Context: an optimization exercise on an open-source flow, tuned for small area. The choices shown serve that exercise and are no tape-out recipe.
In this exercise RTL edits were held to simulation tests only and were not proved equivalent to the original.

[design/flow/constraint.sdc]
create_clock -name core_clock -period 10.0 [get_ports {clk}]
set_input_delay 2.0000 -clock core_clock [delete_from_list [all_inputs] [get_ports {clk}]]
set_output_delay 2.0000 -clock core_clock [all_outputs]
set_load 0.01 [all_outputs]
[design/flow/flow/run.sh]
#!/bin/bash
export BUFFER_PORTS_ARGS="-buffer_cell sky130_fd_sc_hd__buf_1"
export CTS_ARGS="-sink_clustering_enable -repair_clock_nets -dont_use_dummy_load -buf_list sky130_fd_sc_hd__clkbuf_8"
export POST_FLOORPLAN_TCL="$PWD/flow/downsize.tcl"
bash standard.sh RECOVER_POWER=100 finish > standard.log 2>&1
[design/flow/flow/downsize.tcl]
# Sourced after floorplanning (POST_FLOORPLAN_TCL): set every logic cell to
# the smallest drive strength of its function. Placement-stage repair and
# timing repair size up again where timing or slew needs it.
set db [ord::get_db]
set n 0
foreach inst [[ord::get_db_block] getInsts] {
  set m [[$inst getMaster] getName]
  if {![regexp {^(sky130_fd_sc_hd__[a-z0-9]+)_([0-9]+)$} $m -> base drive]} { continue }
  if {[regexp {dfxtp|dfrtp|conb|tap|fill|decap|clkbuf|clkinv|clkdly|dly} $base]} { continue }
  foreach d {0 1 2} {
    if {$d >= $drive} { break }
    set cand "${base}_$d"
    if {[$db findMaster $cand] != "NULL" && [llength [get_lib_cells -quiet $cand]] > 0 && [lsearch $::env(DONT_USE_CELLS) $cand] < 0} {
      replace_cell [$inst getName] $cand
      incr n
      break
    }
  }
}
puts "downsize: $n cells set to their smallest drive strength"
[design/flow/config.mk]
export PLATFORM = sky130hd
export DESIGN_NAME = Multiplier32Bit
export DESIGN_NICKNAME = Multiplier32Bit
export VERILOG_FILES = /design/flow/design.v
export SDC_FILE = /design/flow/constraint.sdc
export NUM_CORES = 4
export LEC_CHECK = 0
export CAP_MARGIN = 20
export CORE_MARGIN = 2
export CORE_UTILIZATION = 40
export CTS_BUF_LIST = sky130_fd_sc_hd__clkbuf_8
export SLEW_MARGIN = 20
export SYNTH_HIERARCHICAL = 1
export SYNTH_MINIMUM_KEEP_SIZE = 0
[design/flow/standard.sh]
#!/bin/bash
# synth_recipe.tcl (not shown) runs the flow's synth.tcl, then flattens the netlist and writes it again
# the make line also repeats each setting of config.mk as NAME=value (left out here)
make -C /OpenROAD-flow-scripts/flow DESIGN_CONFIG=/design/flow/config.mk WORK_HOME=/design/flow/orfs CLKGATE_MAP_FILE= SYNTH_SCRIPT=/design/flow/synth_recipe.tcl "${@:-finish}"
[design/flow/design.v]
module Multiplier32Bit (
	input[31:0] multiplicand,
	input[31:0] multiplier,
	input clk,
	input enable,
	input reset_n,
	output[31:0] aBus,
	output valid
);
	reg[31:0] acc;     
	reg[3:0] q;        
	reg vld;
	wire[31:0] mc = multiplicand;
	wire[31:0] mp = multiplier;
	genvar i;
	wire[3:1] a, o;
	generate
		for (i = 1; i < 4; i = i + 1) begin : gz
			wire a_lo, a_hi, o_lo, o_hi;
			nand4 u0 (.a(mp[8*i]), .b(mp[8*i+1]), .c(mp[8*i+2]), .d(mp[8*i+3]), .y(a_lo));
			nand4 u1 (.a(mp[8*i+4]), .b(mp[8*i+5]), .c(mp[8*i+6]), .d(mp[8*i+7]), .y(a_hi));
			nor2 u2 (.a(a_lo), .b(a_hi), .y(a[i]));
			nor4 u3 (.a(mp[8*i]), .b(mp[8*i+1]), .c(mp[8*i+2]), .d(mp[8*i+3]), .y(o_lo));
			nor4 u4 (.a(mp[8*i+4]), .b(mp[8*i+5]), .c(mp[8*i+6]), .d(mp[8*i+7]), .y(o_hi));
			and2 u5 (.a(o_lo), .b(o_hi), .y(o[i]));
		end
	endgenerate
	wire z1 = (a[3] & a[2] & a[1]) | (o[3] & o[2] & o[1]);   
	wire z2 = (a[3] & a[2]) | (o[3] & o[2]);                 
	wire z3 = a[3] | o[3];                                   
	wire idle = ~|q;
	wire busy = ~idle;
	wire[4:0] s;
	assign s[0] = q[0];
	assign s[1] = q[1] | (idle & z1);
	assign s[2] = q[2] | (idle & z2 & ~z1);
	assign s[3] = q[3] | (idle & z3 & ~z2);
	assign s[4] = idle & ~z3;
	wire[6:0] w;
	generate
		for (i = 0; i < 7; i = i + 1) begin : gw
			wire x, y;
			if (i == 0) begin : b0
				aoi22 u0 (.a1(s[1]), .a2(mp[5]), .b1(s[2]), .b2(mp[11]), .y(x));
			end else begin : bn
				aoi222 u0 (.a1(s[0]), .a2(mp[i-1]), .b1(s[1]), .b2(mp[i+5]), .c1(s[2]), .c2(mp[i+11]), .y(x));
			end
			aoi22 u1 (.a1(s[3]), .a2(mp[i+17]), .b1(s[4]), .b2(mp[i+23]), .y(y));
			nand2 u2 (.a(x), .b(y), .y(w[i]));
		end
	endgenerate
	wire d3 = ~z2 & z3;
	wire d4 = ~z3;
	wire cp = idle & d3 & mp[23] & ~mp[24];    
	wire cm = idle & d3 & ~mp[23] & mp[24];    
	wire[7:0] orc;                             
	wire[7:0] mneg;                            
	assign orc[1] = mc[0];
	assign mneg[0] = mc[0];
	generate
		for (i = 1; i < 8; i = i + 1) begin : gn
			if (i > 1) begin : bo
				or2 u0 (.a(orc[i-1]), .b(mc[i-1]), .y(orc[i]));
			end
			xor2 u1 (.a(mc[i]), .b(orc[i]), .y(mneg[i]));
		end
	endgenerate
	wire[1:0] v = {mp[31] ^ (mp[30] & mp[29]), mp[30] ^ mp[29]};
	wire[1:0] init4 = {(mc[1] & v[0]) ^ (mc[0] & v[1]), mc[0] & v[0]};
	wire[1:0] i4_n = ~({2{idle & d4}} & init4);
	wire[25:0] prev;
	generate
		for (i = 0; i < 26; i = i + 1) begin : gp
			if (i < 8) begin : lo
				wire x;
				aoi222 u0 (.a1(busy), .a2(acc[i]), .b1(cp), .b2(mc[i]), .c1(cm), .c2(mneg[i]), .y(x));
				if (i < 2) begin : b4
					nand2 u1 (.a(x), .b(i4_n[i]), .y(prev[i]));
				end else begin : bx
					inv u1 (.a(x), .y(prev[i]));
				end
			end else begin : hi
				and2 u0 (.a(busy), .b(acc[i]), .y(prev[i]));
			end
		end
	endgenerate
	wire[2:0] one, two, neg;
	generate
		for (i = 0; i < 3; i = i + 1) begin : ge
			wire t;
			xor2 u0 (.a(w[2*i]), .b(w[2*i+1]), .y(one[i]));
			xnor2 u1 (.a(w[2*i+2]), .b(w[2*i+1]), .y(t));
			nor2 u2 (.a(t), .b(one[i]), .y(two[i]));
			assign neg[i] = w[2*i+2];
		end
	endgenerate
	wire one0 = one[0], two0 = two[0], n0 = neg[0];
	wire one1 = one[1], two1 = two[1], n1 = neg[1];
	wire one2 = one[2], two2 = two[2], n2 = neg[2];
	wire[31:0] r0;
	wire[29:0] r1;
	wire[27:0] r2;
	wire x0 = one0 & mc[0];
	wire k0 = n0 & ~x0;
	wire x1 = one1 & mc[0];
	wire k1 = n1 & ~x1;
	wire x2 = one2 & mc[0];
	wire k2 = n2 & ~x2;
	assign r0[0] = x0;
	assign r1[0] = x1;
	assign r2[0] = x2;
	generate
		for (i = 1; i < 32; i = i + 1) begin : g0
			booth_cell u (.one(one0), .two(two0), .neg(n0), .a(mc[i]), .b(mc[i-1]), .p(r0[i]));
		end
		for (i = 1; i < 30; i = i + 1) begin : g1
			booth_cell u (.one(one1), .two(two1), .neg(n1), .a(mc[i]), .b(mc[i-1]), .p(r1[i]));
		end
		for (i = 1; i < 28; i = i + 1) begin : g2
			booth_cell u (.one(one2), .two(two2), .neg(n2), .a(mc[i]), .b(mc[i-1]), .p(r2[i]));
		end
	endgenerate
	wire[31:0] next;
	wire t_1;
	wire t_2;
	wire t_3;
	wire t_4;
	wire t_5;
	wire t_6;
	wire t_7;
	wire t_8;
	wire t_9;
	wire t_10;
	wire t_11;
	wire t_12;
	wire t_13;
	wire t_14;
	wire t_15;
	wire t_16;
	wire t_17;
	wire t_18;
	wire t_19;
	wire t_20;
	wire t_21;
	wire t_22;
	wire t_23;
	wire t_24;
	wire t_25;
	wire t_26;
	wire t_27;
	wire t_28;
	wire t_29;
	wire t_30;
	wire t_31;
	wire t_32;
	wire t_33;
	wire t_34;
	wire t_35;
	wire t_36;
	wire t_37;
	wire t_38;
	wire t_39;
	wire t_40;
	wire t_41;
	wire t_42;
	wire t_43;
	wire t_44;
	wire t_45;
	wire t_46;
	wire t_47;
	wire t_48;
	wire t_49;
	wire t_50;
	wire t_51;
	wire t_52;
	wire t_53;
	wire t_54;
	wire t_55;
	wire t_56;
	wire t_57;
	wire t_58;
	wire t_59;
	wire t_60;
	wire t_61;
	wire t_62;
	wire t_63;
	wire t_64;
	wire t_65;
	wire t_66;
	wire t_67;
	wire t_68;
	wire t_69;
	wire t_70;
	wire t_71;
	wire t_72;
	wire t_73;
	wire t_74;
	wire t_75;
	wire t_76;
	wire t_77;
	wire t_78;
	wire t_79;
	wire t_80;
	wire t_81;
	wire t_82;
	wire t_83;
	wire t_84;
	wire t_85;
	wire t_86;
	wire t_87;
	wire t_88;
	wire t_89;
	wire t_90;
	wire t_91;
	wire t_92;
	wire t_93;
	wire t_94;
	wire t_95;
	wire t_96;
	wire t_97;
	wire t_98;
	wire t_99;
	wire t_100;
	wire t_101;
	wire t_102;
	wire t_103;
	wire t_104;
	wire t_105;
	wire t_106;
	wire t_107;
	wire t_108;
	wire t_109;
	wire t_110;
	wire t_111;
	wire t_112;
	wire t_113;
	wire t_114;
	wire t_115;
	wire t_116;
	wire t_117;
	wire t_118;
	wire t_119;
	wire t_120;
	wire t_121;
	wire t_122;
	wire t_123;
	wire t_124;
	wire t_125;
	wire t_126;
	wire t_127;
	wire t_128;
	wire t_129;
	wire t_130;
	wire t_131;
	wire t_132;
	wire t_133;
	wire t_134;
	wire t_135;
	wire t_136;
	wire t_137;
	wire t_138;
	wire t_139;
	wire t_140;
	wire t_141;
	wire t_142;
	wire t_143;
	wire t_144;
	wire t_145;
	wire t_146;
	wire t_147;
	wire t_148;
	wire t_149;
	wire t_150;
	wire t_151;
	wire t_152;
	wire t_153;
	wire t_154;
	wire t_155;
	wire t_156;
	wire t_157;
	wire t_158;
	wire t_159;
	wire t_160;
	wire t_161;
	wire t_162;
	wire t_163;
	wire t_164;
	wire t_165;
	wire t_166;
	wire t_167;
	wire t_168;
	wire t_169;
	wire t_170;
	wire t_171;
	wire t_172;
	wire t_173;
	wire t_174;
	wire t_175;
	wire t_176;
	wire t_177;
	wire t_178;
	wire t_179;
	wire t_180;
	wire t_181;
	wire t_182;
	wire t_183;
	wire t_184;
	wire t_185;
	wire t_186;
	wire t_187;
	wire t_188;
	wire t_189;
	wire t_190;
	wire t_191;
	wire t_192;
	wire t_193;
	wire t_194;
	wire t_195;
	wire t_196;
	wire t_197;
	wire t_198;
	wire t_199;
	wire t_200;
	wire t_201;
	wire t_202;
	wire t_203;
	wire t_204;
	wire t_205;
	wire t_206;
	wire t_207;
	wire t_208;
	wire t_209;
	wire t_210;
	wire t_211;
	wire t_212;
	wire t_213;
	wire t_214;
	wire t_215;
	wire t_216;
	wire t_217;
	half_adder ut_1 (.a(r0[5]), .b(r1[3]), .s(t_1), .co(t_2));
	full_adder ut_3 (.a(r0[6]), .b(r1[4]), .c(r2[2]), .s(t_3), .co(t_4));
	full_adder ut_5 (.a(r0[7]), .b(r1[5]), .c(r2[3]), .s(t_5), .co(t_6));
	full_adder ut_7 (.a(r0[8]), .b(r1[6]), .c(r2[4]), .s(t_7), .co(t_8));
	full_adder ut_9 (.a(r0[9]), .b(r1[7]), .c(r2[5]), .s(t_9), .co(t_10));
	full_adder ut_11 (.a(r0[10]), .b(r1[8]), .c(r2[6]), .s(t_11), .co(t_12));
	full_adder ut_13 (.a(r0[11]), .b(r1[9]), .c(r2[7]), .s(t_13), .co(t_14));
	full_adder ut_15 (.a(r0[12]), .b(r1[10]), .c(r2[8]), .s(t_15), .co(t_16));
	full_adder ut_17 (.a(r0[13]), .b(r1[11]), .c(r2[9]), .s(t_17), .co(t_18));
	full_adder ut_19 (.a(r0[14]), .b(r1[12]), .c(r2[10]), .s(t_19), .co(t_20));
	full_adder ut_21 (.a(r0[15]), .b(r1[13]), .c(r2[11]), .s(t_21), .co(t_22));
	full_adder ut_23 (.a(r0[16]), .b(r1[14]), .c(r2[12]), .s(t_23), .co(t_24));
	full_adder ut_25 (.a(r0[17]), .b(r1[15]), .c(r2[13]), .s(t_25), .co(t_26));
	full_adder ut_27 (.a(r0[18]), .b(r1[16]), .c(r2[14]), .s(t_27), .co(t_28));
	full_adder ut_29 (.a(r0[19]), .b(r1[17]), .c(r2[15]), .s(t_29), .co(t_30));
	full_adder ut_31 (.a(r0[20]), .b(r1[18]), .c(r2[16]), .s(t_31), .co(t_32));
	full_adder ut_33 (.a(r0[21]), .b(r1[19]), .c(r2[17]), .s(t_33), .co(t_34));
	full_adder ut_35 (.a(r0[22]), .b(r1[20]), .c(r2[18]), .s(t_35), .co(t_36));
	full_adder ut_37 (.a(r0[23]), .b(r1[21]), .c(r2[19]), .s(t_37), .co(t_38));
	full_adder ut_39 (.a(r0[24]), .b(r1[22]), .c(r2[20]), .s(t_39), .co(t_40));
	full_adder ut_41 (.a(r0[25]), .b(r1[23]), .c(r2[21]), .s(t_41), .co(t_42));
	full_adder ut_43 (.a(r0[26]), .b(r1[24]), .c(r2[22]), .s(t_43), .co(t_44));
	full_adder ut_45 (.a(r0[27]), .b(r1[25]), .c(r2[23]), .s(t_45), .co(t_46));
	full_adder ut_47 (.a(r0[28]), .b(r1[26]), .c(r2[24]), .s(t_47), .co(t_48));
	full_adder ut_49 (.a(r0[29]), .b(r1[27]), .c(r2[25]), .s(t_49), .co(t_50));
	full_adder ut_51 (.a(r0[30]), .b(r1[28]), .c(r2[26]), .s(t_51), .co(t_52));
	assign t_53 = r0[31] ^ r1[29] ^ r2[27];
	half_adder ut_54 (.a(r0[3]), .b(r1[1]), .s(t_54), .co(t_55));
	full_adder ut_56 (.a(r0[4]), .b(r1[2]), .c(r2[0]), .s(t_56), .co(t_57));
	full_adder ut_58 (.a(t_1), .b(r2[1]), .c(k2), .s(t_58), .co(t_59));
	full_adder ut_60 (.a(t_3), .b(prev[0]), .c(t_2), .s(t_60), .co(t_61));
	full_adder ut_62 (.a(t_5), .b(prev[1]), .c(t_4), .s(t_62), .co(t_63));
	full_adder ut_64 (.a(t_7), .b(prev[2]), .c(t_6), .s(t_64), .co(t_65));
	full_adder ut_66 (.a(t_9), .b(prev[3]), .c(t_8), .s(t_66), .co(t_67));
	full_adder ut_68 (.a(t_11), .b(prev[4]), .c(t_10), .s(t_68), .co(t_69));
	full_adder ut_70 (.a(t_13), .b(prev[5]), .c(t_12), .s(t_70), .co(t_71));
	full_adder ut_72 (.a(t_15), .b(prev[6]), .c(t_14), .s(t_72), .co(t_73));
	full_adder ut_74 (.a(t_17), .b(prev[7]), .c(t_16), .s(t_74), .co(t_75));
	full_adder ut_76 (.a(t_19), .b(prev[8]), .c(t_18), .s(t_76), .co(t_77));
	full_adder ut_78 (.a(t_21), .b(prev[9]), .c(t_20), .s(t_78), .co(t_79));
	full_adder ut_80 (.a(t_23), .b(prev[10]), .c(t_22), .s(t_80), .co(t_81));
	full_adder ut_82 (.a(t_25), .b(prev[11]), .c(t_24), .s(t_82), .co(t_83));
	full_adder ut_84 (.a(t_27), .b(prev[12]), .c(t_26), .s(t_84), .co(t_85));
	full_adder ut_86 (.a(t_29), .b(prev[13]), .c(t_28), .s(t_86), .co(t_87));
	full_adder ut_88 (.a(t_31), .b(prev[14]), .c(t_30), .s(t_88), .co(t_89));
	full_adder ut_90 (.a(t_33), .b(prev[15]), .c(t_32), .s(t_90), .co(t_91));
	full_adder ut_92 (.a(t_35), .b(prev[16]), .c(t_34), .s(t_92), .co(t_93));
	full_adder ut_94 (.a(t_37), .b(prev[17]), .c(t_36), .s(t_94), .co(t_95));
	full_adder ut_96 (.a(t_39), .b(prev[18]), .c(t_38), .s(t_96), .co(t_97));
	full_adder ut_98 (.a(t_41), .b(prev[19]), .c(t_40), .s(t_98), .co(t_99));
	full_adder ut_100 (.a(t_43), .b(prev[20]), .c(t_42), .s(t_100), .co(t_101));
	full_adder ut_102 (.a(t_45), .b(prev[21]), .c(t_44), .s(t_102), .co(t_103));
	full_adder ut_104 (.a(t_47), .b(prev[22]), .c(t_46), .s(t_104), .co(t_105));
	full_adder ut_106 (.a(t_49), .b(prev[23]), .c(t_48), .s(t_106), .co(t_107));
	full_adder ut_108 (.a(t_51), .b(prev[24]), .c(t_50), .s(t_108), .co(t_109));
	assign t_110 = t_53 ^ prev[25] ^ t_52;
	half_adder ut_111 (.a(r0[1]), .b(k0), .s(t_111), .co(t_112));
	full_adder ut_113 (.a(r0[2]), .b(r1[0]), .c(t_112), .s(t_113), .co(t_114));
	full_adder ut_115 (.a(t_54), .b(k1), .c(t_114), .s(t_115), .co(t_116));
	full_adder ut_117 (.a(t_56), .b(t_55), .c(t_116), .s(t_117), .co(t_118));
	full_adder ut_119 (.a(t_58), .b(t_57), .c(t_118), .s(t_119), .co(t_120));
	full_adder ut_121 (.a(t_60), .b(t_59), .c(t_120), .s(t_121), .co(t_122));
	full_adder ut_123 (.a(t_62), .b(t_61), .c(t_122), .s(t_123), .co(t_124));
	half_adder ut_125 (.a(t_64), .b(t_63), .s(t_125), .co(t_126));
	full_adder ut_127 (.a(t_66), .b(t_65), .c(t_126), .s(t_127), .co(t_128));
	full_adder ut_129 (.a(t_68), .b(t_67), .c(t_128), .s(t_129), .co(t_130));
	full_adder ut_131 (.a(t_70), .b(t_69), .c(t_130), .s(t_131), .co(t_132));
	full_adder ut_133 (.a(t_72), .b(t_71), .c(t_132), .s(t_133), .co(t_134));
	full_adder ut_135 (.a(t_74), .b(t_73), .c(t_134), .s(t_135), .co(t_136));
	full_adder ut_137 (.a(t_76), .b(t_75), .c(t_136), .s(t_137), .co(t_138));
	full_adder ut_139 (.a(t_78), .b(t_77), .c(t_138), .s(t_139), .co(t_140));
	xor2 ut_141 (.a(t_125), .b(t_124), .y(t_141));
	inc_cell ut_142 (.s(t_127), .t(t_125), .c(t_124), .y(t_142));
	and2 ut_143 (.a(t_125), .b(t_127), .y(t_143));
	inc_cell ut_144 (.s(t_129), .t(t_143), .c(t_124), .y(t_144));
	and2 ut_145 (.a(t_143), .b(t_129), .y(t_145));
	inc_cell ut_146 (.s(t_131), .t(t_145), .c(t_124), .y(t_146));
	and2 ut_147 (.a(t_145), .b(t_131), .y(t_147));
	inc_cell ut_148 (.s(t_133), .t(t_147), .c(t_124), .y(t_148));
	and2 ut_149 (.a(t_147), .b(t_133), .y(t_149));
	inc_cell ut_150 (.s(t_135), .t(t_149), .c(t_124), .y(t_150));
	and2 ut_151 (.a(t_149), .b(t_135), .y(t_151));
	inc_cell ut_152 (.s(t_137), .t(t_151), .c(t_124), .y(t_152));
	and2 ut_153 (.a(t_151), .b(t_137), .y(t_153));
	inc_cell ut_154 (.s(t_139), .t(t_153), .c(t_124), .y(t_154));
	and2 ut_155 (.a(t_153), .b(t_139), .y(t_155));
	ao21 ut_156 (.a1(t_155), .a2(t_124), .b(t_140), .y(t_156));
	half_adder ut_157 (.a(t_80), .b(t_79), .s(t_157), .co(t_158));
	full_adder ut_159 (.a(t_82), .b(t_81), .c(t_158), .s(t_159), .co(t_160));
	full_adder ut_161 (.a(t_84), .b(t_83), .c(t_160), .s(t_161), .co(t_162));
	full_adder ut_163 (.a(t_86), .b(t_85), .c(t_162), .s(t_163), .co(t_164));
	full_adder ut_165 (.a(t_88), .b(t_87), .c(t_164), .s(t_165), .co(t_166));
	full_adder ut_167 (.a(t_90), .b(t_89), .c(t_166), .s(t_167), .co(t_168));
	full_adder ut_169 (.a(t_92), .b(t_91), .c(t_168), .s(t_169), .co(t_170));
	full_adder ut_171 (.a(t_94), .b(t_93), .c(t_170), .s(t_171), .co(t_172));
	xor2 ut_173 (.a(t_157), .b(t_156), .y(t_173));
	inc_cell ut_174 (.s(t_159), .t(t_157), .c(t_156), .y(t_174));
	and2 ut_175 (.a(t_157), .b(t_159), .y(t_175));
	inc_cell ut_176 (.s(t_161), .t(t_175), .c(t_156), .y(t_176));
	and2 ut_177 (.a(t_175), .b(t_161), .y(t_177));
	inc_cell ut_178 (.s(t_163), .t(t_177), .c(t_156), .y(t_178));
	and2 ut_179 (.a(t_177), .b(t_163), .y(t_179));
	inc_cell ut_180 (.s(t_165), .t(t_179), .c(t_156), .y(t_180));
	and2 ut_181 (.a(t_179), .b(t_165), .y(t_181));
	inc_cell ut_182 (.s(t_167), .t(t_181), .c(t_156), .y(t_182));
	and2 ut_183 (.a(t_181), .b(t_167), .y(t_183));
	inc_cell ut_184 (.s(t_169), .t(t_183), .c(t_156), .y(t_184));
	and2 ut_185 (.a(t_183), .b(t_169), .y(t_185));
	inc_cell ut_186 (.s(t_171), .t(t_185), .c(t_156), .y(t_186));
	and2 ut_187 (.a(t_185), .b(t_171), .y(t_187));
	ao21 ut_188 (.a1(t_187), .a2(t_156), .b(t_172), .y(t_188));
	half_adder ut_189 (.a(t_96), .b(t_95), .s(t_189), .co(t_190));
	full_adder ut_191 (.a(t_98), .b(t_97), .c(t_190), .s(t_191), .co(t_192));
	full_adder ut_193 (.a(t_100), .b(t_99), .c(t_192), .s(t_193), .co(t_194));
	full_adder ut_195 (.a(t_102), .b(t_101), .c(t_194), .s(t_195), .co(t_196));
	full_adder ut_197 (.a(t_104), .b(t_103), .c(t_196), .s(t_197), .co(t_198));
	full_adder ut_199 (.a(t_106), .b(t_105), .c(t_198), .s(t_199), .co(t_200));
	full_adder ut_201 (.a(t_108), .b(t_107), .c(t_200), .s(t_201), .co(t_202));
	assign t_203 = t_110 ^ t_109 ^ t_202;
	xor2 ut_204 (.a(t_189), .b(t_188), .y(t_204));
	inc_cell ut_205 (.s(t_191), .t(t_189), .c(t_188), .y(t_205));
	and2 ut_206 (.a(t_189), .b(t_191), .y(t_206));
	inc_cell ut_207 (.s(t_193), .t(t_206), .c(t_188), .y(t_207));
	and2 ut_208 (.a(t_206), .b(t_193), .y(t_208));
	inc_cell ut_209 (.s(t_195), .t(t_208), .c(t_188), .y(t_209));
	and2 ut_210 (.a(t_208), .b(t_195), .y(t_210));
	inc_cell ut_211 (.s(t_197), .t(t_210), .c(t_188), .y(t_211));
	and2 ut_212 (.a(t_210), .b(t_197), .y(t_212));
	inc_cell ut_213 (.s(t_199), .t(t_212), .c(t_188), .y(t_213));
	and2 ut_214 (.a(t_212), .b(t_199), .y(t_214));
	inc_cell ut_215 (.s(t_201), .t(t_214), .c(t_188), .y(t_215));
	and2 ut_216 (.a(t_214), .b(t_201), .y(t_216));
	inc_cell ut_217 (.s(t_203), .t(t_216), .c(t_188), .y(t_217));
	assign next[0] = r0[0];
	assign next[1] = t_111;
	assign next[2] = t_113;
	assign next[3] = t_115;
	assign next[4] = t_117;
	assign next[5] = t_119;
	assign next[6] = t_121;
	assign next[7] = t_123;
	assign next[8] = t_141;
	assign next[9] = t_142;
	assign next[10] = t_144;
	assign next[11] = t_146;
	assign next[12] = t_148;
	assign next[13] = t_150;
	assign next[14] = t_152;
	assign next[15] = t_154;
	assign next[16] = t_173;
	assign next[17] = t_174;
	assign next[18] = t_176;
	assign next[19] = t_178;
	assign next[20] = t_180;
	assign next[21] = t_182;
	assign next[22] = t_184;
	assign next[23] = t_186;
	assign next[24] = t_204;
	assign next[25] = t_205;
	assign next[26] = t_207;
	assign next[27] = t_209;
	assign next[28] = t_211;
	assign next[29] = t_213;
	assign next[30] = t_215;
	assign next[31] = t_217;
	always @(posedge clk) begin
		acc <= next;
	end
	always @(posedge clk, negedge reset_n) begin
		if (reset_n == 0) begin
			q <= 4'd0;
			vld <= 0;
		end else if (enable) begin
			q <= {~z3, z3 & ~z2, z2 & ~z1, z1};
			vld <= 0;
		end else begin
			q <= {1'b0, q[3:1]};
			vld <= q[0];
		end
	end
	assign aBus = acc;
	assign valid = vld;
endmodule
module booth_cell (
	input one,
	input two,
	input neg,
	input a,
	input b,
	output p
);
	wire m_n;
	aoi22 u0 (.a1(one), .a2(a), .b1(two), .b2(b), .y(m_n));
	xnor2 u1 (.a(m_n), .b(neg), .y(p));
endmodule
module aoi22 (
	input a1,
	input a2,
	input b1,
	input b2,
	output y
);
	assign y = ~((a1 & a2) | (b1 & b2));
endmodule
module xnor2 (
	input a,
	input b,
	output y
);
	assign y = ~(a ^ b);
endmodule
module xor2 (
	input a,
	input b,
	output y
);
	assign y = a ^ b;
endmodule
module and2 (
	input a,
	input b,
	output y
);
	assign y = a & b;
endmodule
module ao21 (
	input a1,
	input a2,
	input b,
	output y
);
	assign y = (a1 & a2) | b;
endmodule
module inc_cell (
	input s,
	input t,
	input c,
	output y
);
	assign y = s ^ (t & c);
endmodule
module full_adder (
	input a,
	input b,
	input c,
	output s,
	output co
);
	assign s = a ^ b ^ c;
	assign co = (a & b) | (a & c) | (b & c);
endmodule
module half_adder (
	input a,
	input b,
	output s,
	output co
);
	assign s = a ^ b;
	assign co = a & b;
endmodule
module nand4 (
	input a,
	input b,
	input c,
	input d,
	output y
);
	assign y = ~(a & b & c & d);
endmodule
module nor4 (
	input a,
	input b,
	input c,
	input d,
	output y
);
	assign y = ~(a | b | c | d);
endmodule
module nand2 (
	input a,
	input b,
	output y
);
	assign y = ~(a & b);
endmodule
module nor2 (
	input a,
	input b,
	output y
);
	assign y = ~(a | b);
endmodule
module or2 (
	input a,
	input b,
	output y
);
	assign y = a | b;
endmodule
module inv (
	input a,
	output y
);
	assign y = ~a;
endmodule
module aoi222 (
	input a1,
	input a2,
	input b1,
	input b2,
	input c1,
	input c2,
	output y
);
	assign y = ~((a1 & a2) | (b1 & b2) | (c1 & c2));
endmodule
==> impl_metrics.yaml, run 1 <==
global_route:
  grt-ovfl-total: 0
  grt_first_pass_wirelength_mm: 22.1
  grt_max_degree: 31
  grt_pass1_vias: 4215
  grt_antenna_before_repair: 0
  gr-usage-all-layers_pct: 19.0
floorplanning:
  io_pins: 100
  die_y_um: 123
  core_um2: 13900
  rows: 43
  die_w_um: 123
  die_area_um2: 15200
  start_util_pct: 41.0
cts:
  cts_made_buffers: 5
  cts_tree: "yes"
  insertion_delay_ps: 310
  postCtsHoldBufs: 0
  cts_resized: 0
  clock-sinks: 37
  cts-htree-levels: 2
  clkTransAtPathRegs_ps: 70
  clk_path_buf_depth: 2
  cts-root-buf: "clkbuf_8"
  post_cts_buffers: 0
timing:
  finalSetupViolCount: 0
  finalHoldViolCount: 0
  fmax_ghz: 0.105
  tns_ps: 0
  worst_slew_pin_slew_ps: 1180
  maxSlewViolCount: 0
  rsz0062_at_grt: "no"
  fin_crit_ps: 9490
  period_share_pct: 94.9
  finalClockSkew_ps: 9.12
  max-slew-margin-rel_pct: 21.4
  holdWs_ps: 555
route:
  drt_iter0_markers: 390
  ant_nets: 0
  totalWireLength_mm: 14.2
  post_drt_wl_per_cell_um: 17.8
  drc: 0
  vias: 4373
  detail_route.first_pass.iterations: 6
  viasPerCell: 5.48
placement:
  dp_hpwl_mm: 11.4
  portBuffers: 99
  gp_congestion: 0.919
  place_area_um2: 5930
run_status:
  status: "complete, no violations"
synthesis:
  synth_area_um2: 5700
  synth_area_per_cell_um2: 11.4
  synth_most_common_cell: "xnor2_1"
  synthCells: 498
  yosysTopAreaCell: "fa_1"
  synth_nets: 650
  synth-edff-count: 0
  seq_area_frac_synth_pct: 13.4
  yosys_warnings: 7
  ys_ff_latch: 37
  synth-main-ff-cell: "dfxtp_1"
  synth.area.top_cells: "fa_1 27%, a22oi_2 21%, xnor2_1 18%"
  ys_types: 33
  yosysTopAreaCellShare_pct: 27.4
  synth_common_cells: "115 x xnor2_1, 95 x a22oi_2, 78 x fa_1"
  ys_async_sr_fraction_pct: 13.5
worst_setup_path:
  worstRegToRegCells: 23
  reg2reg_slack_ps: 1590
  path_class: "input port to register"
  cp.depth: 29
  crit_family: "adder cells"
  crit_start: "multiplier[29]"
  path_common_cell: "fa_1"
  worst-path-buf-inv: 4
  r2r_start: "q[3]"
  cpMaxStageDelayCell: "fa_1"
  arrival_ps: 9680
  crit_path_max_incr_delay_ps: 550
  path_max_fanout: 17
  crit_path_end_kind: "register"
  cp.required_ps: 10190
  critPathLaunchType: "input port"
run:
  maxCapViolations: 0
hold_path:
  hold_class: "register to register"
  whs_path_depth: 2
  hp-start: "q[1]"
cells_and_area:
  area_growth_syn_to_layout_pct: 5.14
  finish.utilization_pct: 43.1
  area.sequential_um2: 766
  fin_nets: 772
  diodes: 0
  finalInstanceArea_um2: 5990
  final_layout_size_suffix_gt1_share_pct: 4.37
  multi_input_area_um2: 4400
  fillers: 1422
## sequential cells by signal, indices dropped and copies added, names as in the netlist
signal  cells
acc        32
vld         1
q           4
## worst paths after layout
kind | end
max in group asynchronous | q[1]
min in group asynchronous | q[3]
setup / recovery | acc[22]
setup reg to reg | acc[22]
hold reg to reg | q[0]
hold / removal | q[0]
## per-module statistics from Yosys (local to each module, per instance), a selection
module,area (um^2),times used,cells inside
Multiplier32Bit,1060,1,78
inc_cell,12.5,21,2
aoi22,12.5,95,1
nor4,12.5,6,1
half_adder,12.5,6,1
aoi222,10.0,14,1
xor2,8.76,13,1
xnor2,8.76,90,1
ao21,7.51,2,1
or2,6.26,6,1
and2,6.26,41,1
inv,3.75,6,1
nand2,3.75,9,1
nor2,3.75,6,1
## final cells by class
| type | instances | share of cell area [%] |
|---|---|---|
| clock buffers | 5 | 1.15 |
| well taps | 180 | 3.76 |
| repair buffers | 116 | 8.42 |
| flip-flops and latches | 37 | 12.8 |
| inverters | 6 | 0.376 |
| multi-input cells | 454 | 73.5 |
## kinds of logic (layout without fill, tap and decap cells)
group	after synthesis	in the layout	share of synthesized area, %
xor+xnor	131	131	20.1
simple gates	118	118	12.2
fa+ha+maj	85	85	29.0
mux	1	1	0.198
compound gates	119	119	24.5
flops	37	37	13.4
buf+inv	7	127	0.483
## metal layers
metal  track usage, %  wire [um]  vias up
li1                 -          -     2039
met1             25.8       6170     2166
met2             30.8       6920      154
met3             3.83        914       14
met4             5.18        236        0
met5                0          0        -
## metrics by stage
| step | std cells | setup slack, ps |
|---|---|---|
| floorplan | 498 | 18.9 |
| global placement | 793 | 307 |
| detailed placement | 793 | 247 |
| CTS | 798 | 569 |
| global route | 798 | 57.7 |
| finish | 798 | 512 |
## cells in the final DEF (no fill, tap or decap), drive strengths merged, types with 2 or more instances in the layout
| cell | instances |
|---|---|
| a21o | 3 |
| a21oi | 2 |
| a222oi | 14 |
| a22oi | 95 |
| and2 | 45 |
| and3 | 2 |
| buf | 112 |
| clkbuf | 9 |
| dfrtp | 5 |
| dfxtp | 32 |
| fa | 78 |
| ha | 7 |
| inv | 6 |
| nand2 | 31 |
| nand4 | 6 |
| nor2 | 9 |
| nor2b | 5 |
| nor3b | 2 |
| nor4 | 6 |
| or2 | 6 |
| xnor2 | 115 |
| xor2 | 16 |
## tightest hold or removal path, stage by stage (launching register included)
cell and delay [ps]:
dfrtp_1 370, nor2_1 50, a21oi_1 100
==> run 2, diff against run 1 <==
--- a/design/flow/config.mk
+++ b/design/flow/config.mk
@@ -11,2 +11,3 @@
 export CTS_BUF_LIST = sky130_fd_sc_hd__clkbuf_8
+export GPL_TIMING_DRIVEN = 0
 export SLEW_MARGIN = 20
==> impl_metrics.yaml, run 2 <==
run_status:
  status: "complete, no violations"
worst_setup_path:
  worst-path-buf-inv: 3
  crit_family: "adder cells"
  path_class: "input port to register"
  critPathLaunchType: "input port"
  crit_path_max_incr_delay_ps: 510
  arrival_ps: 9780
  path_common_cell: "fa_1"
  cpMaxStageDelayCell: "fa_1"
  cp.required_ps: 10180
  path_max_fanout: 20
  crit_path_end_kind: "register"
route:
  drt_iter0_markers: 418
  totalWireLength_mm: 14.8
  drc: 0
  post_drt_wl_per_cell_um: 18.2
  detail_route.first_pass.iterations: 5
  ant_nets: 0
  viasPerCell: 5.65
  vias: 4585
global_route:
  gr-usage-all-layers_pct: 20.0
  busiest_layer: "met2"
  grt_max_degree: 31
  grt_use_met2_pct: 33.7
  grt_antenna_before_repair: 0
  grtUsageMet3_pct: 2.81
  grt_first_pass_wirelength_mm: 23.6
  met1_usage_pct: 26.4
  grt_pass1_vias: 4546
  grt-ovfl-total: 0
cells_and_area:
  fin_nets: 785
  layout_common_cells: "112 x xnor2_1, 96 x buf_1, 94 x a22oi_1"
  final_layout_size_suffix_gt1_share_pct: 8.08
  layout_commonest_cell: "xnor2_1"
  top_register: "acc"
  area_growth_syn_to_layout_pct: 9.93
  diodes: 0
  largest_reg_flops: 32
  top_regs: "acc: 32 flops, q: 4 flops, vld: 1 flops"
placement:
  dp_hpwl_mm: 11.0
  gp_congestion: 0.892
  portBuffers: 99
synthesis:
  ys_ff_latch: 37
  yosysTopAreaCell: "fa_1"
  ys_types: 33
  ys_async_sr_fraction_pct: 13.5
  synth_common_cells: "115 x xnor2_1, 95 x a22oi_2, 78 x fa_1"
  synth_area_um2: 5700
  yosys_warnings: 7
  synth_nets: 650
  synthCells: 498
  synth_area_per_cell_um2: 11.4
  yosysTopAreaCellShare_pct: 27.4
  synth_most_common_cell: "xnor2_1"
  synth.area.top_cells: "fa_1 27%, a22oi_2 21%, xnor2_1 18%"
  synth-edff-count: 0
  synth-main-ff-cell: "dfxtp_1"
  seq_area_frac_synth_pct: 13.4
cts:
  cts-htree-levels: 2
  clkTransAtPathRegs_ps: 70
  clock-sinks: 37
  cts_made_buffers: 5
  cts_tree: "yes"
  insertion_delay_ps: 300
  clk_path_buf_depth: 2
  cts-root-buf: "clkbuf_8"
timing:
  fin_crit_ps: 9600
  finalHoldViolCount: 0
  maxSlewViolCount: 0
  period_share_pct: 96.0
  finalSetupViolCount: 0
  worst_slew_pin_slew_ps: 1310
  fmax_ghz: 0.104
  max-slew-margin-rel_pct: 12.0
  finalClockSkew_ps: 4.36
  tns_ps: 0
run:
  maxCapViolations: 0
floorplanning:
  core_um2: 13900
  die_area_um2: 15200
  io_pins: 100
  start_util_pct: 41.0
  die_y_um: 123
  rows: 43
  die_w_um: 123
hold_path:
  hold_class: "register to register"
-- run 2: cell types whose count changed in the layout (fill, tap and decap cells not counted), moves of 2 or more --
cell / before / now
a21o_1: 3 / 1
a21o_2: 0 / 2
buf_16: 0 / 2
buf_4: 14 / 19
buf_8: 0 / 2
nand2_4: 0 / 2
nor2_4: 0 / 3
xnor2_1: 115 / 112
xnor2_2: 0 / 3
xor2_2: 2 / 0
xor2_4: 0 / 3
-- run 2: area by class of cell --
cell class / count / area (um^2)
Fill cell: 1377 / 7620
Multi-Input combinational cell: 457 / 4530
Sequential cell: 37 / 766
Timing Repair Buffer: 125 / 643
Tap cell: 180 / 225
Clock buffer: 5 / 68.8
Inverter: 6 / 22.5
Buffer: 1 / 5.00
-- run 2: per-layer routing --
metal / vias up / share of wire (%)
met4: 0 / 2.6
li1: 2073 / -
met1: 2311 / 43
met3: 32 / 4.8
met2: 169 / 50
met5: - / 0
-- run 2: path summary, 6_finish.rpt --
check / from / cells after the start / end / slack (ps)
max: multiplier[29] / 27 / acc[24] / 400
max in group asynchronous: reset_n / 1 / q[3] / 8260
min reg2reg: q[3] / 1 / q[2] / 570
max reg2reg: q[3] / 24 / acc[24] / 1560
min in group asynchronous: reset_n / 1 / vld / 1530
min: q[3] / 1 / q[2] / 570
-- run 2: Yosys stat by module (local to each module, per instance), excerpt --
| module | area, um^2 | copies in the design |
|---|---|---|
| Multiplier32Bit | 1060 | 1 |
| aoi222 | 10.0 | 14 |
| inv | 3.75 | 6 |
| ao21 | 7.51 | 2 |
| nor4 | 12.5 | 6 |
| nor2 | 3.75 | 6 |
-- run 2: kinds of logic after synthesis --
kind of cell	Yosys count	share of synthesized area, %
adder cells (fa/ha/maj)	85	29.0
multiplexers	1	0.198
flip-flops	37	13.4
AO/OA/AOI/OAI	119	24.5
AND/OR/NAND/NOR	118	12.2
buffers and inverters	7	0.483
XOR/XNOR	131	20.1
-- run 2: timing repair --
| item | in CTS | in global routing |
|---|---|---|
| cloned | 3 | 0 |
| resized for setup | 4 | 6 |
| hold buffers | 0 | 0 |
| setup endpoints to repair | 16 | 16 |
| pin swaps | 6 | 3 |
| setup buffers | 17 | 3 |
-- run 2: worst reg2reg max path, delay by kind of cell, from the launching register on --
| kind | cells | cell delay (ps) |
|---|---|---|
| AOI/OAI and AO/OA | 4 | 960 |
| xor gates and xnor gates | 3 | 680 |
| adders and majority gates | 10 | 3990 |
| buffers and inverters | 3 | 690 |
| DFF | 1 | 410 |
| and+or+nand+nor | 4 | 1600 |
-- run 2: stage by stage --
stage / util [%] / setup WS (ps) / hold slack, ps / instance area [um^2] / cells
floorplan: - / 18.9 / 489 / 5820 / 498
global placement: 41.5 / -4390 / 506 / 5760 / 777
detailed placement: 43.0 / -1020 / 535 / 5970 / 783
CTS: 44.7 / 52.1 / 557 / 6210 / 808
global route: 45.1 / -0.724 / 602 / 6260 / 811
finish: 45.1 / 403 / 569 / 6260 / 811
==> run 3, diff against run 2 <==
--- a/design/flow/config.mk
+++ b/design/flow/config.mk
@@ -9,5 +9,4 @@
 export CORE_MARGIN = 2
-export CORE_UTILIZATION = 40
+export CORE_UTILIZATION = 60
 export CTS_BUF_LIST = sky130_fd_sc_hd__clkbuf_8
-export GPL_TIMING_DRIVEN = 0
 export SLEW_MARGIN = 20
==> impl_metrics.yaml, run 3 <==
worst_setup_path:
  cp.required_ps: 10170
  crit_start: "multiplier[29]"
  crit_path_end_kind: "register"
  arrival_ps: 9700
  timing.rr.end: "acc[24]"
  path_class: "input port to register"
  r2r_start: "q[0]"
  path_max_fanout: 18
  reg2reg_slack_ps: 1840
  worstRegToRegCells: 25
  critPathLaunchType: "input port"
hold_path:
  hold_class: "register to register"
  whs_path_depth: 1
  hp-start: "q[3]"
  hold_end: "q[2]"
route:
  drt_iter0_markers: 375
  viasPerCell: 5.87
  drc: 0
  detail_route.first_pass.iterations: 7
  totalWireLength_mm: 13.4
  ant_nets: 0
  vias: 4405
  post_drt_wl_per_cell_um: 17.8
timing:
  worst_slew_pin_slew_ps: 942
  holdWs_ps: 537
  max-slew-margin-rel_pct: 37.0
  rsz0062_at_grt: "no"
  finalClockSkew_ps: 8.28
  finalHoldViolCount: 0
  maxSlewViolCount: 0
  period_share_pct: 95.3
  fin_crit_ps: 9530
  tns_ps: 0
  fmax_ghz: 0.105
  finalSetupViolCount: 0
synthesis:
  synth_nets: 650
  synth_common_cells: "115 x xnor2_1, 95 x a22oi_2, 78 x fa_1"
  synthCells: 498
  yosys_warnings: 7
  ys_types: 33
  ys_ff_latch: 37
  yosysTopAreaCell: "fa_1"
  ys_async_sr_fraction_pct: 13.5
  synth-main-ff-cell: "dfxtp_1"
  synth-edff-count: 0
  synth.area.top_cells: "fa_1 27%, a22oi_2 21%, xnor2_1 18%"
  synth_most_common_cell: "xnor2_1"
  yosysTopAreaCellShare_pct: 27.4
  synth_area_um2: 5700
  synth_area_per_cell_um2: 11.4
  seq_area_frac_synth_pct: 13.4
cells_and_area:
  final_layout_size_suffix_gt1_share_pct: 5.47
  largest_reg_flops: 32
  area_growth_syn_to_layout_pct: 4.79
  finalInstanceArea_um2: 5970
  layout_common_cells: "115 x xnor2_1, 97 x buf_1, 95 x a22oi_1"
  fin_nets: 776
  diodes: 0
  fillers: 817
  finish.utilization_pct: 64.6
  layout_commonest_cell: "xnor2_1"
  top_register: "acc"
  top_regs: "acc: 32 flops, q: 4 flops, vld: 1 flops"
global_route:
  grt_antenna_before_repair: 0
  grt_max_degree: 29
  grt-ovfl-total: 0
  gr-usage-all-layers_pct: 26.7
  grt_pass1_vias: 4355
  grt_first_pass_wirelength_mm: 21.6
placement:
  dp_hpwl_mm: 10.7
  portBuffers: 99
  gp_congestion: 0.964
  place_area_um2: 5900
run:
  maxCapViolations: 0
cts:
  clk_path_buf_depth: 2
  post_cts_buffers: 0
  clkTransAtPathRegs_ps: 70
  clock-sinks: 37
  cts_tree: "yes"
  postCtsHoldBufs: 0
  cts_made_buffers: 5
  cts-htree-levels: 2
  insertion_delay_ps: 290
  cts-root-buf: "clkbuf_8"
floorplanning:
  die_y_um: 101
  core_um2: 9240
  start_util_pct: 61.6
  die_w_um: 101
  rows: 35
  die_area_um2: 10300
  io_pins: 100
run_status:
  status: "complete, no violations"
[run 3: cell count changes in the layout (fill, tap and decap cells not counted), moves of 2 or more]
cell	before	now
nor3b_1	0	2
nor2_4	3	1
xnor2_2	3	0
buf_8	2	0
xor2_2	0	3
nand2_4	2	0
xnor2_1	112	115
nor3b_2	2	0
buf_16	2	0
xor2_4	3	0
[run 3: worst max-delay path, cell delays in order]
cell and delay, ps:
buf_1 110, nor4_1 320, and2_0 290, nor2_1 110
or3_1 440, or2b_1 320, a22oi_1 130, nand2_1 190
xor2_2 220, buf_4 260, buf_4 260, a22oi_1 130
xnor2_1 240, fa_1 450, fa_1 480, ha_1 230
fa_1 400, fa_1 410, fa_1 390, fa_1 410
fa_1 410, fa_1 390, fa_1 530, and2_0 130
a21o_2 220, nand2_1 90, xnor2_1 120
[run 3: layer usage]
layer	vias to the layer above	wire length (um)	track usage [%]
met3	22	719	3.04
met5	-	0	0
li1	2047	-	-
met4	0	255	7.48
met2	157	6740	45.7
met1	2179	5690	36.2
[run 3: kinds of logic (layout without fill, tap and decap cells)]
group / count (synthesis) / count (layout) / share of synthesized area (%)
xor+xnor: 131 / 131 / 20.1
compound gates: 119 / 119 / 24.5
simple gates: 118 / 118 / 12.2
fa+ha+maj: 85 / 85 / 29.0
flops: 37 / 37 / 13.4
buf+inv: 7 / 131 / 0.483
mux: 1 / 1 / 0.198
[run 3: area by class of cell]
class	instances	area, um^2	share of cell area, %
Inverter	6	22.5	0.377
Timing Repair Buffer	120	538	9.01
Multi-Input combinational cell	454	4410	73.9
Clock buffer	5	68.8	1.15
Sequential cell	37	766	12.8
Tap cell	129	161	2.70
[run 3: what timing repair did]
item / CTS / global route
gates resized for setup: 0 / 3
setup endpoints to repair: 0 / 8
endpoints found under the hold margin: 0 / 0
[run 3: per-module statistics from Yosys (local to each module, per instance), excerpt]
module           cell area, um^2  flops+latches  copies in the design  cells
or2                         6.26              0                     6      1
xor2                        8.76              0                    13      1
and2                        6.26              0                    41      1
inc_cell                    12.5              0                    21      2
full_adder                  20.0              0                    78      1
Multiplier32Bit             1060             37                     1     78
inv                         3.75              0                     6      1
aoi22                       12.5              0                    95      1
xnor2                       8.76              0                    90      1
half_adder                  12.5              0                     6      1
[run 3: stage by stage]
| stage | cells | setup WS (ps) |
|---|---|---|
| detailed placement | 746 | 14.7 |
| global route | 751 | 55.4 |
| global placement | 746 | 108 |
| floorplan | 498 | 18.9 |
| finish | 751 | 475 |
| CTS | 751 | 305 |
[run 3: worst max path at each step]
stage	to	slack (ps)
detailed placement	acc[29]	10
global route	acc[29]	60
finish	acc[29]	470
floorplan	acc[31]	20
global placement	acc[30]	110
CTS	acc[29]	300
==> run 4, diff against run 3 <==
--- a/design/flow/config.mk
+++ b/design/flow/config.mk
@@ -9,3 +9,3 @@
 export CORE_MARGIN = 2
-export CORE_UTILIZATION = 60
+export CORE_UTILIZATION = 75
 export CTS_BUF_LIST = sky130_fd_sc_hd__clkbuf_8
==> impl_metrics.yaml, run 4 <==
run_status:
  status: "complete, no violations"
worst_setup_path:
  critPathLaunchType: "input port"
  timing.rr.end: "acc[24]"
  reg2reg_slack_ps: 1590
  worstSetupEndpoint: "acc[24]"
  cp.required_ps: 10160
  crit_path_end_kind: "register"
  path_class: "input port to register"
  worstRegToRegCells: 23
  crit_start: "multiplier[23]"
  path_max_fanout: 10
  r2r_start: "q[3]"
  arrival_ps: 9760
timing:
  fmax_ghz: 0.104
  finalClockSkew_ps: 17.5
  maxSlewViolCount: 0
  finalHoldViolCount: 0
  worst_slew_pin_slew_ps: 999
  rsz0062_at_grt: "no"
  finalSetupViolCount: 0
  period_share_pct: 96.0
  fin_crit_ps: 9600
  max-slew-margin-rel_pct: 33.3
synthesis:
  synth_nets: 650
  synth_area_um2: 5700
  synthCells: 498
  yosys_warnings: 7
  ys_async_sr_fraction_pct: 13.5
  ys_ff_latch: 37
  yosysTopAreaCellShare_pct: 27.4
  yosysTopAreaCell: "fa_1"
  synth-main-ff-cell: "dfxtp_1"
  synth.area.top_cells: "fa_1 27%, a22oi_2 21%, xnor2_1 18%"
  synth_common_cells: "115 x xnor2_1, 95 x a22oi_2, 78 x fa_1"
  synth_most_common_cell: "xnor2_1"
  synth-edff-count: 0
  seq_area_frac_synth_pct: 13.4
  ys_types: 33
  synth_area_per_cell_um2: 11.4
route:
  drc: 0
  totalWireLength_mm: 13.4
  drt_iter0_markers: 482
  ant_nets: 0
  vias: 4584
  post_drt_wl_per_cell_um: 18.7
  viasPerCell: 6.39
  detail_route.first_pass.iterations: 7
floorplanning:
  die_w_um: 91.1
  rows: 31
  io_pins: 100
  die_area_um2: 8310
  die_y_um: 91.1
  core_um2: 7290
  start_util_pct: 78.1
global_route:
  gr-usage-all-layers_pct: 33.2
  grt-ovfl-total: 0
  grt_pass1_vias: 4549
  grt_antenna_before_repair: 0
  grt_first_pass_wirelength_mm: 22.0
  grt_max_degree: 33
cts:
  cts_tree: "yes"
  insertion_delay_ps: 300
  cts-root-buf: "clkbuf_8"
  clkTransAtPathRegs_ps: 60
  cts_resized: 0
  post_cts_buffers: 0
  cts-htree-levels: 2
  cts_made_buffers: 5
  clock-sinks: 37
  postCtsHoldBufs: 0
  clk_path_buf_depth: 2
placement:
  portBuffers: 99
  gp_congestion: 0.999
  place_area_um2: 5820
  dp_hpwl_mm: 10.6
cells_and_area:
  multi_input_area_um2: 4410
  area_growth_syn_to_layout_pct: 3.54
  fin_nets: 772
  final_layout_size_suffix_gt1_share_pct: 5.18
  largest_reg_flops: 32
  top_register: "acc"
  top_regs: "acc: 32 flops, q: 4 flops, vld: 1 flops"
  diodes: 0
  layout_commonest_cell: "xnor2_1"
  area.sequential_um2: 766
  fillers: 503
  finalInstanceArea_um2: 5900
  layout_common_cells: "115 x xnor2_1, 97 x buf_1, 95 x a22oi_1"
hold_path:
  hold_class: "register to register"
run:
  maxCapViolations: 0
==> run 4: cell count changes in the layout (fill, tap and decap cells not counted) <==
| cell | before | now |
|---|---|---|
| buf_4 | 19 | 15 |
| nor2_2 | 1 | 3 |
| and2_0 | 45 | 44 |
| and2_1 | 0 | 1 |
| buf_12 | 1 | 0 |
| buf_8 | 0 | 1 |
| clkbuf_1 | 3 | 2 |
| clkbuf_4 | 0 | 1 |
| nor2_1 | 7 | 6 |
| nor2_4 | 1 | 0 |
==> run 4: per-stage QoR <==
stage               worst slack [ps]  utilization, %  cells  setup TNS [ps]  hold slack, ps
global route                    21.2            80.9    717               0             601
global placement                35.2            79.8    712               0             536
floorplan                       18.9               -    498               0             489
detailed placement              -218            79.8    712           -1610             553
finish                           402            80.9    717               0             565
CTS                             68.0            80.7    717               0             567
==> run 4: how the worst min path moves through the flow <==
stage | cells past startpoint | to | start
6_report | 1 | q[2] | q[3]
5_1_grt | 1 | q[2] | q[3]
3_5_place_dp | 1 | q[2] | q[3]
3_3_place_gp | 1 | q[2] | q[3]
4_1_cts | 2 | q[0] | q[1]
2_1_floorplan | 1 | q[2] | q[3]
==> run 4: kinds of logic after synthesis <==
logic type,Yosys count,synth area share (%)
muxes,1,0.198
and+or+nand+nor,118,12.2
AOI/OAI and AO/OA,119,24.5
DFF,37,13.4
xor gates and xnor gates,131,20.1
buffers and inverters,7,0.483
adders and majority gates,85,29.0
==> run 4: cell type report <==
cell class | count | area share, %
repair buffers | 116 | 8.59
inverters | 6 | 0.382
multi-input cells | 454 | 74.8
well taps | 99 | 2.10
clock buffers | 5 | 1.17
flip-flops and latches | 37 | 13.0
==> run 4: modules after synthesis (local to each module, per instance), a selection <==
module / area [um^2] / flops+latches
nand2: 3.75 / 0
xor2: 8.76 / 0
nand4: 6.26 / 0
aoi22: 12.5 / 0
Multiplier32Bit: 1060 / 37
aoi222: 10.0 / 0
ao21: 7.51 / 0
inc_cell: 12.5 / 0
xnor2: 8.76 / 0
or2: 6.26 / 0
==> run 4: critical path, cell delays in order <==
cell      delay [ps]
buf_1            210
nor4_1            90
and2_0           180
a22o_1           250
and2b_1          160
a21o_1           240
a222oi_1         430
nand2_1          200
xor2_2           220
nor2_2           400
a22oi_1          150
xnor2_1          180
fa_1             570
fa_1             430
ha_1             220
fa_1             380
fa_1             380
fa_1             380
fa_1             390
fa_1             390
fa_1             410
fa_1             510
and2_0           160
a21o_2           300
a21o_2           310
xor2_1           200
==> run 4: metal layers <==
metal | global-route usage, % | share of wire [%] | vias to the layer above
li1 | - | - | 2035
met1 | 44.1 | 40 | 2287
met4 | 10.2 | 2.8 | 0
met5 | 0 | 0 | -
met2 | 56.1 | 51 | 224
met3 | 5.48 | 6.5 | 38
==> run 5, diff against run 4 <==
--- a/design/flow/design.v
+++ b/design/flow/design.v
@@ -81,4 +81,6 @@
 				end
-			end else begin : hi
+			end else if (i < 20) begin : mid
 				and2 u0 (.a(busy), .b(acc[i]), .y(prev[i]));
+			end else begin : hi
+				assign prev[i] = acc[i];
 			end
--- a/design/flow/config.mk
+++ b/design/flow/config.mk
@@ -9,3 +9,3 @@
 export CORE_MARGIN = 2
-export CORE_UTILIZATION = 75
+export CORE_UTILIZATION = 40
 export CTS_BUF_LIST = sky130_fd_sc_hd__clkbuf_8
==> impl_metrics.yaml, run 5 <==
synthesis:
  synth.area.top_cells: "fa_1 27%, a22oi_2 21%, xnor2_1 18%"
  synth-main-ff-cell: "dfxtp_1"
  ys_async_sr_fraction_pct: 13.5
  synth-edff-count: 0
  synthAdderAreaFrac_pct: 28.9
  synth-simple-area-share_pct: 11.6
  synth_area_per_cell_um2: 11.5
  yosysTopAreaCellShare_pct: 27.4
  yosys_warnings: 7
  synth_top_family_by_area: "adder cells"
  synth_most_common_cell: "xnor2_1"
  synth_nets: 650
  synth_compound_area_share_pct: 24.5
  synthMuxAreaShare_pct: 0.197
  ys_ff_latch: 37
  ys_types: 34
  synthCells: 498
  yosysTopAreaCell: "fa_1"
  synth_common_cells: "115 x xnor2_1, 95 x a22oi_2, 78 x fa_1"
  seq_area_frac_synth_pct: 13.4
  synth_area_um2: 5700
  synth_xor_area_share_pct: 20.1
worst_setup_path:
  critPathLaunchType: "input port"
  path_max_fanout: 30
  reg2reg_slack_ps: 1410
  timing.rr.end: "acc[25]"
  worstRegToRegCells: 23
  cp.required_ps: 10190
  arrival_ps: 9730
  r2r_start: "q[3]"
  crit_path_end_kind: "register"
  path_class: "input port to register"
global_route:
  grt_pass1_vias: 4421
  grt_max_degree: 31
  grt_first_pass_wirelength_mm: 22.7
  gr-usage-all-layers_pct: 19.4
  grt_antenna_before_repair: 0
  grt-ovfl-total: 0
timing:
  tns_ps: 0
  fmax_ghz: 0.105
  period_share_pct: 95.3
  finalHoldViolCount: 0
  finalSetupViolCount: 0
  finalClockSkew_ps: 11.2
  rsz0062_at_grt: "no"
  fin_crit_ps: 9530
  worst_slew_pin_slew_ps: 1010
  max-slew-margin-rel_pct: 32.4
  maxSlewViolCount: 0
  holdWs_ps: 560
placement:
  gp_congestion: 0.867
  dp_hpwl_mm: 11.3
  portBuffers: 99
cells_and_area:
  final_layout_size_suffix_gt1_share_pct: 4.41
  layout_common_cells: "115 x xnor2_1, 97 x buf_1, 95 x a22oi_1"
  top_register: "acc"
  layout_commonest_cell: "xnor2_1"
  largest_reg_flops: 32
  area_growth_syn_to_layout_pct: 4.19
  diodes: 0
  top_regs: "acc: 32 flops, q: 4 flops, vld: 1 flops"
  fin_nets: 766
floorplanning:
  die_y_um: 123
  die_area_um2: 15200
  rows: 43
  start_util_pct: 41.1
  die_w_um: 123
  core_um2: 13900
  io_pins: 100
cts:
  insertion_delay_ps: 310
  postCtsHoldBufs: 0
  clk_path_buf_depth: 2
  cts-root-buf: "clkbuf_8"
  cts_made_buffers: 5
  post_cts_buffers: 0
  clkTransAtPathRegs_ps: 80
  cts_resized: 0
  clock-sinks: 37
  cts-htree-levels: 2
  cts_tree: "yes"
run_status:
  status: "complete, no violations"
hold_path:
  hold_end: "q[2]"
  whs_path_depth: 1
  hold_class: "register to register"
  hp-start: "q[3]"
run:
  maxCapViolations: 0
route:
  viasPerCell: 5.57
  drt_iter0_markers: 359
  totalWireLength_mm: 14.1
  post_drt_wl_per_cell_um: 17.9
  drc: 0
  detail_route.first_pass.iterations: 8
  ant_nets: 0
  vias: 4411
==> run 5: worst max path at each step <==
stage	start	endpoint	slack, ps	depth (start not counted)
floorplan	multiplier[27]	acc[31]	20	25
CTS	multiplier[24]	acc[25]	520	27
global route	multiplier[24]	acc[29]	3	27
global placement	multiplier[23]	acc[31]	300	27
detailed placement	multiplier[24]	acc[29]	200	27
finish	multiplier[23]	acc[25]	470	26
==> run 5: kinds of logic after synthesis <==
group,count (synthesis)
XOR/XNOR,131
AO/OA/AOI/OAI,119
AND/OR/NAND/NOR,112
adder cells (fa/ha/maj),85
flip-flops,37
buffers and inverters,13
multiplexers,1
==> run 5: metal layers <==
layer / routed length [um] / global-route usage, % / up-vias
li1: - / - / 2025
met2: 6830 / 32.1 / 174
met4: 311 / 5.11 / 0
met5: 0 / 0 / -
met3: 838 / 2.72 / 21
met1: 6170 / 26.5 / 2191
==> run 5: layout make-up <==
cell class                 instances  area, um^2
tap                              180         225
timing repair buffer             116         495
clock buffer                       5        68.8
multi-input combinational        448        4360
sequential                        37         766
inverter                           6        22.5
fill                            1399        7940
==> run 5: critical path: stages <==
cell      delay [ps]
buf_1            220
nor4_1            80
and2_0           160
a31oi_1          440
o21bai_1         310
a222oi_1         420
nand2_2          170
xor2_2           260
buf_4            350
a22oi_1          160
xnor2_1          220
fa_1             460
fa_1             440
ha_1             220
fa_1             380
fa_1             400
fa_1             400
fa_1             400
fa_1             390
fa_1             400
fa_1             550
and2_0           130
a21o_1           180
a21o_1           300
nand2_1          110
xnor2_1          140
==> run 5: Yosys stat by module (local to each module, per instance), a selection <==
module	cells inside	cell area [um^2]	flops+latches
ao21	1	7.51	0
Multiplier32Bit	84	1110	37
inc_cell	2	12.5	0
aoi222	1	10.0	0
nand4	1	6.26	0
or2	1	6.26	0
nor4	1	12.5	0
and2	1	6.26	0
xnor2	1	8.76	0
==> run 5: through the flow <==
stage | area (um^2) | worst slack (ps) | std cells | utilization, %
floorplan | 5830 | 18.9 | 498 | -
global placement | 5880 | 296 | 787 | 42.4
detailed placement | 5880 | 200 | 787 | 42.4
CTS | 5950 | 524 | 792 | 42.9
global route | 5940 | 2.51 | 792 | 42.8
finish | 5940 | 468 | 792 | 42.8
==> run 6, diff against run 5 <==
--- a/design/flow/design.v
+++ b/design/flow/design.v
@@ -81,6 +81,4 @@
 				end
-			end else if (i < 20) begin : mid
-				and2 u0 (.a(busy), .b(acc[i]), .y(prev[i]));
 			end else begin : hi
-				assign prev[i] = acc[i];
+				and2 u0 (.a(busy), .b(acc[i]), .y(prev[i]));
 			end
==> design/flow/flow/run.sh (replaced) <==
#!/bin/bash
export BUFFER_PORTS_ARGS="-buffer_cell sky130_fd_sc_hd__buf_1"
export CTS_ARGS="-sink_clustering_enable -repair_clock_nets -dont_use_dummy_load -buf_list sky130_fd_sc_hd__clkbuf_8 -sink_clustering_size 20 -sink_clustering_max_diameter 300"
export POST_FLOORPLAN_TCL="$PWD/flow/downsize.tcl"
bash standard.sh RECOVER_POWER=100 finish > standard.log 2>&1
==> impl_metrics.yaml, run 6 <==
global_route:
  met1_usage_pct: 25.8
  gr-usage-all-layers_pct: 19.0
  grtUsageMet3_pct: 3.83
  grt_pass1_vias: 4215
  grt-ovfl-total: 0
  grt_antenna_before_repair: 0
  grt_use_met2_pct: 30.8
  grt_max_degree: 31
hold_path:
  hold_class: "register to register"
worst_setup_path:
  arrival_ps: 9680
  critPathLaunchType: "input port"
  path_class: "input port to register"
  path_max_fanout: 17
  worstRegToRegCells: 23
  cp.required_ps: 10190
  cpMaxStageDelayCell: "fa_1"
  path_common_cell: "fa_1"
  crit_path_max_incr_delay_ps: 550
  timing.rr.end: "acc[22]"
synthesis:
  yosysTopAreaCell: "fa_1"
  synth_common_cells: "115 x xnor2_1, 95 x a22oi_2, 78 x fa_1"
  ys_ff_latch: 37
  synth-edff-count: 0
  ys_types: 33
  synth-main-ff-cell: "dfxtp_1"
  synth_most_common_cell: "xnor2_1"
  synth_area_um2: 5700
  seq_area_frac_synth_pct: 13.4
  yosysTopAreaCellShare_pct: 27.4
  ys_async_sr_fraction_pct: 13.5
  synth_area_per_cell_um2: 11.4
  synth_nets: 650
  yosys_warnings: 7
cts:
  cts_resized: 0
  cts-root-buf: "clkbuf_8"
  clock-sinks: 37
  clkTransAtPathRegs_ps: 70
  post_cts_buffers: 0
  cts_made_buffers: 5
  postCtsHoldBufs: 0
placement:
  gp_congestion: 0.919
  dp_hpwl_mm: 11.4
cells_and_area:
  fin_nets: 772
  top_register: "acc"
  diodes: 0
  finalNonFillerCells: 798
  layout_common_cells: "115 x xnor2_1, 97 x buf_1, 95 x a22oi_1"
  layout_commonest_cell: "xnor2_1"
  top_regs: "acc: 32 flops, q: 4 flops, vld: 1 flops"
  fillers: 1422
  largest_reg_flops: 32
floorplanning:
  die_w_um: 123
  die_y_um: 123
  die_area_um2: 15200
  rows: 43
route:
  drt_iter0_markers: 390
  post_drt_wl_per_cell_um: 17.8
  ant_nets: 0
  vias: 4373
  detail_route.first_pass.iterations: 6
timing:
  max-slew-margin-rel_pct: 21.4
  fmax_ghz: 0.105
  fin_crit_ps: 9490
  rsz0062_at_grt: "no"
  period_share_pct: 94.9
  tns_ps: 0
  worst_slew_pin_slew_ps: 1180
run_status:
  status: "complete, no violations"
run:
  maxCapViolations: 0
[run 6: changes by cell type after synthesis]
cell and change:
and2_1 +6, buf_4 -6
[run 6: metal layers]
layer	vias up	wire [um]
met5	-	0
met2	154	6920
met1	2166	6170
li1	2039	-
met3	14	914
met4	0	236
[run 6: worst max path at each step]
stage,startpoint,end,slack (ps),depth (start not counted)
after detailed placement,multiplier[29],acc[30],250,29
after CTS,multiplier[24],acc[30],570,27
after floorplan,multiplier[27],acc[31],20,25
after global routing,multiplier[24],acc[22],60,29
after global placement,multiplier[25],acc[31],310,29
final,multiplier[29],acc[22],510,29
[run 6: layout make-up]
| type | count | area (um^2) | area share [%] |
|---|---|---|---|
| multi-input combinational | 454 | 4400 | 73.5 |
| inverter | 6 | 22.5 | 0.376 |
| sequential | 37 | 766 | 12.8 |
| clock buffer | 5 | 68.8 | 1.15 |
| tap | 180 | 225 | 3.76 |
| timing repair buffer | 116 | 504 | 8.42 |
[run 6: modules after synthesis, one instance, submodules excluded, excerpt]
| module | flops+latches | cells | area, um^2 |
|---|---|---|---|
| or2 | 0 | 1 | 6.26 |
| aoi22 | 0 | 1 | 12.5 |
| half_adder | 0 | 1 | 12.5 |
| inc_cell | 0 | 2 | 12.5 |
| nor4 | 0 | 1 | 12.5 |
| inv | 0 | 1 | 3.75 |
| full_adder | 0 | 1 | 20.0 |
| xor2 | 0 | 1 | 8.76 |
| and2 | 0 | 1 | 6.26 |
| xnor2 | 0 | 1 | 8.76 |
| nand2 | 0 | 1 | 3.75 |
[run 6: cell families (layout without fill, tap and decap cells)]
kind of cell,count (synthesis),count (layout),synth area share [%]
mux,1,1,0.198
flops,37,37,13.4
xor+xnor,131,131,20.1
fa+ha+maj,85,85,29.0
buf+inv,7,127,0.483
compound gates,119,119,24.5
simple gates,118,118,12.2
[run 6: through the flow]
stage          utilization (%)  worst slack [ps]  cell area (um^2)  hold slack [ps]
2_1_floorplan                -              18.9              5820              489
3_3_place_gp              42.7               307              5930              521
3_5_place_dp              42.7               247              5930              553
4_1_cts                   43.2               569              6000              553
5_1_grt                   43.1              57.7              5990              595
6_report                  43.1               512              5990              555
[run 6: worst max-delay path: cells and delay by family]
family,cells,cell delay [ps]
AO/OA/AOI/OAI,4,830
XOR/XNOR,3,550
adder cells (fa/ha/maj),10,3900
buffers and inverters,4,900
AND/OR/NAND/NOR,8,1510

port drivers added, routing unchanged:
In the flow no input, the clock included, has a driving cell. The finished layouts below were timed again as built, in two steps.
Step 1 (the two cells are an assumption about what drives the block):
set clk [get_ports {clk}]
set_driving_cell -lib_cell sky130_fd_sc_hd__clkbuf_16 $clk
set_driving_cell -lib_cell sky130_fd_sc_hd__buf_2 [delete_from_list [all_inputs] $clk]
Step 2 adds t to the input delays and takes it off the output delays; t is the mean of the earliest and latest rising clock arrival at the registers after step 1. Input paths then give back, and output paths get back, about the clock's delay inside the block.
a / b / c = no drivers / after step 1 / after step 2; a / b = the first two.
| run | t (ns) | setup slack, ns | hold slack, ns | worst slew at a driven data input, ns | cell pins on the clock port's net |
|---|---|---|---|---|---|
| run 1 | 0.339 | 0.512 / 0.528 / 0.190 | 0.555 / 0.555 / 0.555 | 0.05 | 1 |
| run 2 | 0.334 | 0.403 / 0.421 / 0.088 | 0.569 / 0.569 / 0.569 | 0.06 | 1 |
| run 3 | 0.316 | 0.475 / 0.486 / 0.170 | 0.537 / 0.537 / 0.537 | 0.05 | 1 |
| run 4 | 0.323 | 0.402 / 0.402 / 0.080 | 0.565 / 0.565 / 0.565 | 0.05 | 1 |
| run 5 | 0.340 | 0.468 / 0.478 / 0.138 | 0.560 / 0.560 / 0.560 | 0.06 | 1 |
| run 6 | 0.339 | 0.512 / 0.528 / 0.190 | 0.555 / 0.555 / 0.555 | 0.05 | 1 |
After both steps every run listed still meets setup and hold. For run 5, which loses most, drivers alone change the setup slack by +0.010 ns; drivers and shift together by -0.330 ns.
